Source: an optimization exercise on an open RTL-to-GDS flow (aim: small area, a short achievable clock period and few clock cycles). Production flows keep margins and buffers that such runs may drop. In this exercise RTL edits were held to simulation tests only and were not proved equivalent to the original.

==> run C <==
## associative_memory
module associative_memory
(
	input Clk_CI, Reset_RI,
	input ValidIn_SI, ReadyIn_SI,
	output ReadyOut_SO, ValidOut_SO,
	input [2-1:0] ModeIn_SI,
	input [5-1:0] LabelIn_DI,
	input [0:1000-1] HypervectorIn_DI,
	output [5-1:0] LabelOut_DO,
	output [10-1:0] DistanceOut_DO
);
localparam D = 1000;
localparam NC = 13;
localparam LW = 5;
localparam DW = 10;
localparam KW = DW + 2;          
localparam FD = 7;               
localparam [0:D-1] BIT_SELECT = 1000'b1111101100001010001101000111001110100111111010110010010010010000100111111000111010011100010110101001010100010101001001000100010011000100001011111100010000010011001100010101011010100011010010011010010100001001110101011100111001101111100101000100000100100001000011010000011010000111000011000111101101100010011100111001000111001101001000000100010111000111111010001001011000001101110001001111101010001100010111001111111011111000101100000010000100100001001010111110111001010011000111100101100011010101100110001000001011100110001101101000000111100100111100000001010000110110111011111010001111100101101101110110011010001100011010101001111011011001000011111101011001111001100001101101010100100110100111100111101110101011101101010110100111010110000100000000010010000000000001111011111010000110011110110111011100111100000111000110000100110111000100001111111011110101111100110100110111010111111111010101111001100100101110101111110111110100001000110001110010100010011000000110011110001110101111100111100011011101;
localparam UOFF = 22;
localparam KOFF = 4;
integer j;
genvar i, m;
reg Ready_SP;
reg [2:0] Outst_SP;              
reg [FD-1:0] FifoV_SP;
reg [LW-1:0] FifoL_SP [0:FD-1];
reg [DW-1:0] FifoD_SP [0:FD-1];
wire Accept_S  = ValidIn_SI & Ready_SP;
wire AccPred_S = Accept_S & (ModeIn_SI == 2'b00);
wire Pop_S     = FifoV_SP[0] & ReadyIn_SI;    
wire [2:0] OutstN_S = Outst_SP + {2'b0, AccPred_S} - {2'b0, Pop_S};
reg ReadyOut_SP;
always @(posedge Clk_CI) begin
	if (Reset_RI) begin
		Outst_SP <= 3'd0;
		Ready_SP <= 1'b1;
		ReadyOut_SP <= 1'b1;
	end else begin
		Outst_SP <= OutstN_S;
		Ready_SP <= (OutstN_S < FD);
		ReadyOut_SP <= ~&OutstN_S;
	end
end
assign ReadyOut_SO = ReadyOut_SP;
reg [0:D-1] Query_DP;
reg [LW-1:0] LabelIn_DP;
reg UpdMode_SP;
reg Shift_SP, Pred_SP;
always @(posedge Clk_CI) begin
	Query_DP   <= HypervectorIn_DI;
	LabelIn_DP <= LabelIn_DI;
	UpdMode_SP <= ModeIn_SI[1];
end
  ...
Settings: LEC_CHECK=0, CAP_MARGIN=20, CORE_MARGIN=2, CORE_UTILIZATION=55, CTS_CLUSTER_DIAMETER=80, CTS_CLUSTER_SIZE=24, SLEW_MARGIN=20, SYNTH_HIERARCHICAL=1, TNS_END_PERCENT=100; clock period 13.5 ns.
standard.sh (not shown) runs the stock make flow with config.mk's settings and CLKGATE_MAP_FILE= SYNTH_SCRIPT=/design/flow/synth_recipe.tcl, a recipe that flattens the netlist after the stock synthesis.
==> flow/flow/run.sh <==
#!/bin/bash
# Layout flow: the standard flow (standard.sh, all steps from synthesis to
# the final layout, with flow/config.mk's settings), changed in two ways:
#  - timing repair aims for 9.4 ns of setup slack on the 13.5 ns clock, so that
#    the repair steps keep working on paths longer than 4.1 ns;
#  - every port gets a sky130_fd_sc_hd__buf_1 buffer.
# The clock period, the constraints and everything else are the standard flow's.
# make's output goes to run_standard.log; each ORFS step logs under orfs/logs/.
set -euo pipefail
bash standard.sh SETUP_SLACK_MARGIN=9.4 "BUFFER_PORTS_ARGS=-buffer_cell sky130_fd_sc_hd__buf_1" finish > run_standard.log 2>&1
==> inputs of run D, as changes to run C <==
--- a/flow/design.v
+++ b/flow/design.v
@@ -24,29 +24,26 @@
 reg [2:0] Outst_SP;              
 reg [FD-1:0] FifoV_SP;
 reg [LW-1:0] FifoL_SP [0:FD-1];
 reg [DW-1:0] FifoD_SP [0:FD-1];
 wire Accept_S  = ValidIn_SI & Ready_SP;
 wire AccPred_S = Accept_S & (ModeIn_SI == 2'b00);
 wire Pop_S     = FifoV_SP[0] & ReadyIn_SI;    
 wire [2:0] OutstN_S = Outst_SP + {2'b0, AccPred_S} - {2'b0, Pop_S};
-reg ReadyOut_SP;
 always @(posedge Clk_CI) begin
 	if (Reset_RI) begin
 		Outst_SP <= 3'd0;
 		Ready_SP <= 1'b1;
-		ReadyOut_SP <= 1'b1;
 	end else begin
 		Outst_SP <= OutstN_S;
 		Ready_SP <= (OutstN_S < FD);
-		ReadyOut_SP <= ~&OutstN_S;
 	end
 end
-assign ReadyOut_SO = ReadyOut_SP;
+assign ReadyOut_SO = Ready_SP;
 reg [0:D-1] Query_DP;
 reg [LW-1:0] LabelIn_DP;
 reg UpdMode_SP;
 reg Shift_SP, Pred_SP;
 always @(posedge Clk_CI) begin
 	Query_DP   <= HypervectorIn_DI;
 	LabelIn_DP <= LabelIn_DI;
 	UpdMode_SP <= ModeIn_SI[1];
@@ -161,29 +158,25 @@
 localparam [5*(NG+1)-1:0] GSTART = {5'd13, 5'd9, 5'd6, 5'd3, 5'd0};
 wire [DW-1:0] Dist_D [0:NC-1];
 generate
 	for (i = 0; i < NC; i = i + 1) begin : g_dist
 		assign Dist_D[i] = S3Key_DP[i][DW-1:0] + S3Pq_DP;
 	end
 endgenerate
 reg S4V_SP;
-reg [NG-1:0] GInv_DP;           
+reg [KW-1:0] GKey_DP [0:NG-1];
 reg [DW-1:0] GDist_DP [0:NG-1];
 reg [LW-1:0] GLab_DP [0:NG-1];
 genvar g;
 generate
 	for (g = 0; g < NG; g = g + 1) begin : g_grp
 		localparam integer LO = GSTART[5*g +: 5];
 		localparam integer HI = GSTART[5*(g+1) +: 5];
 		wire [NC-1:0] win;
-		wire [HI-LO-1:0] inv;
-		for (i = LO; i < HI; i = i + 1) begin : g_inv
-			assign inv[i-LO] = &S3Key_DP[i];
-		end
 		for (i = 0; i < NC; i = i + 1) begin : g_w
 			if (i < LO || i >= HI) begin : g_out
 				assign win[i] = 1'b0;
 			end else begin : g_in
 				wire [NC-1:0] beats;
 				for (m = 0; m < NC; m = m + 1) begin : g_b
 					if (m == i || m < LO || m >= HI) assign beats[m] = 1'b1;
 					else if (m < i) assign beats[m] = (S3Key_DP[i] <= S3Key_DP[m]);
@@ -201,17 +194,17 @@
 			l = {LW{1'b0}};
 			for (j = LO; j < HI; j = j + 1) begin
 				k = k | (S3Key_DP[j] & {KW{win[j]}});
 				d = d | (Dist_D[j] & {DW{win[j]}});
 				l = l | (S3Lab_D[j] & {LW{win[j]}});
 			end
 		end
 		always @(posedge Clk_CI) begin
-			GInv_DP[g] <= &inv;
+			GKey_DP[g] <= k;
 			GDist_DP[g] <= d;
 			GLab_DP[g] <= l;
 		end
 	end
 endgenerate
 always @(posedge Clk_CI) begin
 	if (Reset_RI)
 		S4V_SP <= 1'b0;
@@ -219,18 +212,18 @@
 		S4V_SP <= S3V_SP;
 end
 wire [NG-1:0] Win_S;
 generate
 	for (i = 0; i < NG; i = i + 1) begin : g_gwin
 		wire [NG-1:0] beats;
 		for (m = 0; m < NG; m = m + 1) begin : g_b
 			if (m == i) assign beats[m] = 1'b1;
-			else if (m < i) assign beats[m] = ({GInv_DP[i], GDist_DP[i]} <= {GInv_DP[m], GDist_DP[m]});
-			else assign beats[m] = ({GInv_DP[i], GDist_DP[i]} < {GInv_DP[m], GDist_DP[m]});
+			else if (m < i) assign beats[m] = (GKey_DP[i] <= GKey_DP[m]);
+			else assign beats[m] = (GKey_DP[i] < GKey_DP[m]);
 		end
 		assign Win_S[i] = &beats;
 	end
 endgenerate
 reg [LW-1:0] ResL_D;
 reg [DW-1:0] ResD_D;
 always @(*) begin
 	ResL_D = {LW{1'b0}};
@@ -257,17 +250,17 @@
 reg [LW-1:0] OutL_DP;
 reg [DW-1:0] OutD_DP;
 wire [LW-1:0] HeadL_D = Pop_S ? (Wr_S[0] ? ResL_D : FifoL_SP[1]) : (Wr_S[0] ? ResL_D : FifoL_SP[0]);
 wire [DW-1:0] HeadD_D = Pop_S ? (Wr_S[0] ? ResD_D : FifoD_SP[1]) : (Wr_S[0] ? ResD_D : FifoD_SP[0]);
 always @(posedge Clk_CI) begin
 	if (Reset_RI)
 		OutV_SP <= 1'b0;
 	else
-		OutV_SP <= ShV_S[0] | (|Wr_S);
+		OutV_SP <= ShV_S[0] | Wr_S[0];
 	OutL_DP <= HeadL_D;
 	OutD_DP <= HeadD_D;
 end
 generate
 	for (i = 0; i < FD; i = i + 1) begin : g_fifo
 		wire [LW-1:0] nl = (i == FD-1) ? {LW{1'b0}} : FifoL_SP[(i == FD-1) ? i : i+1];
 		wire [DW-1:0] nd = (i == FD-1) ? {DW{1'b0}} : FifoD_SP[(i == FD-1) ? i : i+1];
 		always @(posedge Clk_CI) begin
==> flow/flow/run.sh (replaced) <==
#!/bin/bash
# Layout flow: the standard flow (standard.sh, all steps from synthesis to
# the final layout, with flow/config.mk's settings), changed in two ways:
#  - timing repair aims for 9 ns of setup slack on the 13.5 ns clock, so that
#    the repair steps keep working on paths longer than 4.5 ns;
#  - every port gets a sky130_fd_sc_hd__buf_2 buffer.
# The clock period, the constraints and everything else are the standard flow's.
# make's output goes to run_standard.log; each ORFS step logs under orfs/logs/.
set -euo pipefail
bash standard.sh SETUP_SLACK_MARGIN=9 "BUFFER_PORTS_ARGS=-buffer_cell sky130_fd_sc_hd__buf_2" finish > run_standard.log 2>&1
- CAP_MARGIN: 20 -> 40
- SLEW_MARGIN: 20 -> 40
==> summary.md <==
| Metric | Value |
|---|---|
| # Taps | 20160 |
| Skew-Pair Late Insertion Delay | ~1.4 ns |
| Status | complete, no violations |
| Synth-to-layout area growth | 7.839% |
| Post-synthesis cell count | roughly 49000 |
(the above is from run D)
==> summary.md <==
| Metric | Value |
|---|---|
| Antenna viol nets, final | 1 |
| Status | failed layout checks |
| Post-synthesis cell count | approximately 49000 |
| Fail Reasons | antenna violations |
(the above is from run C)
Testbench counts of run C, summed over its fixed seeds: cycles 1,112.
Testbench counts of run D, summed over its fixed seeds: cycles 1,112.

[port drivers added, routing unchanged]
Ports are ideal in the flow. The routed layouts listed here were re-timed in OpenROAD. Step 1, drivers: a clkbuf_16 drives Clk_CI and a buf_2 each remaining input, both assumed. Step 2, shift: input delay + t, output delay - t, t = (earliest + latest rising clock arrival at the registers) / 2. This alone moves slack from input paths to output paths. Slacks: ideal ports / drivers / drivers and shift; pairs: ideal ports / drivers.
run	shift t [ns]	setup slack, ns	hold WS [ns]	worst register clock-pin slew, ns
run C	1.486	9.054 / 8.859 / 8.076	0.425 / 0.425 / 0.425	0.11 / 0.11
run D	1.514	8.915 / 8.826 / 8.290	0.407 / 0.407 / 0.407	0.11 / 0.11
For run C, which loses most, drivers alone change the setup slack by -0.195 ns; drivers and shift together by -0.978 ns.
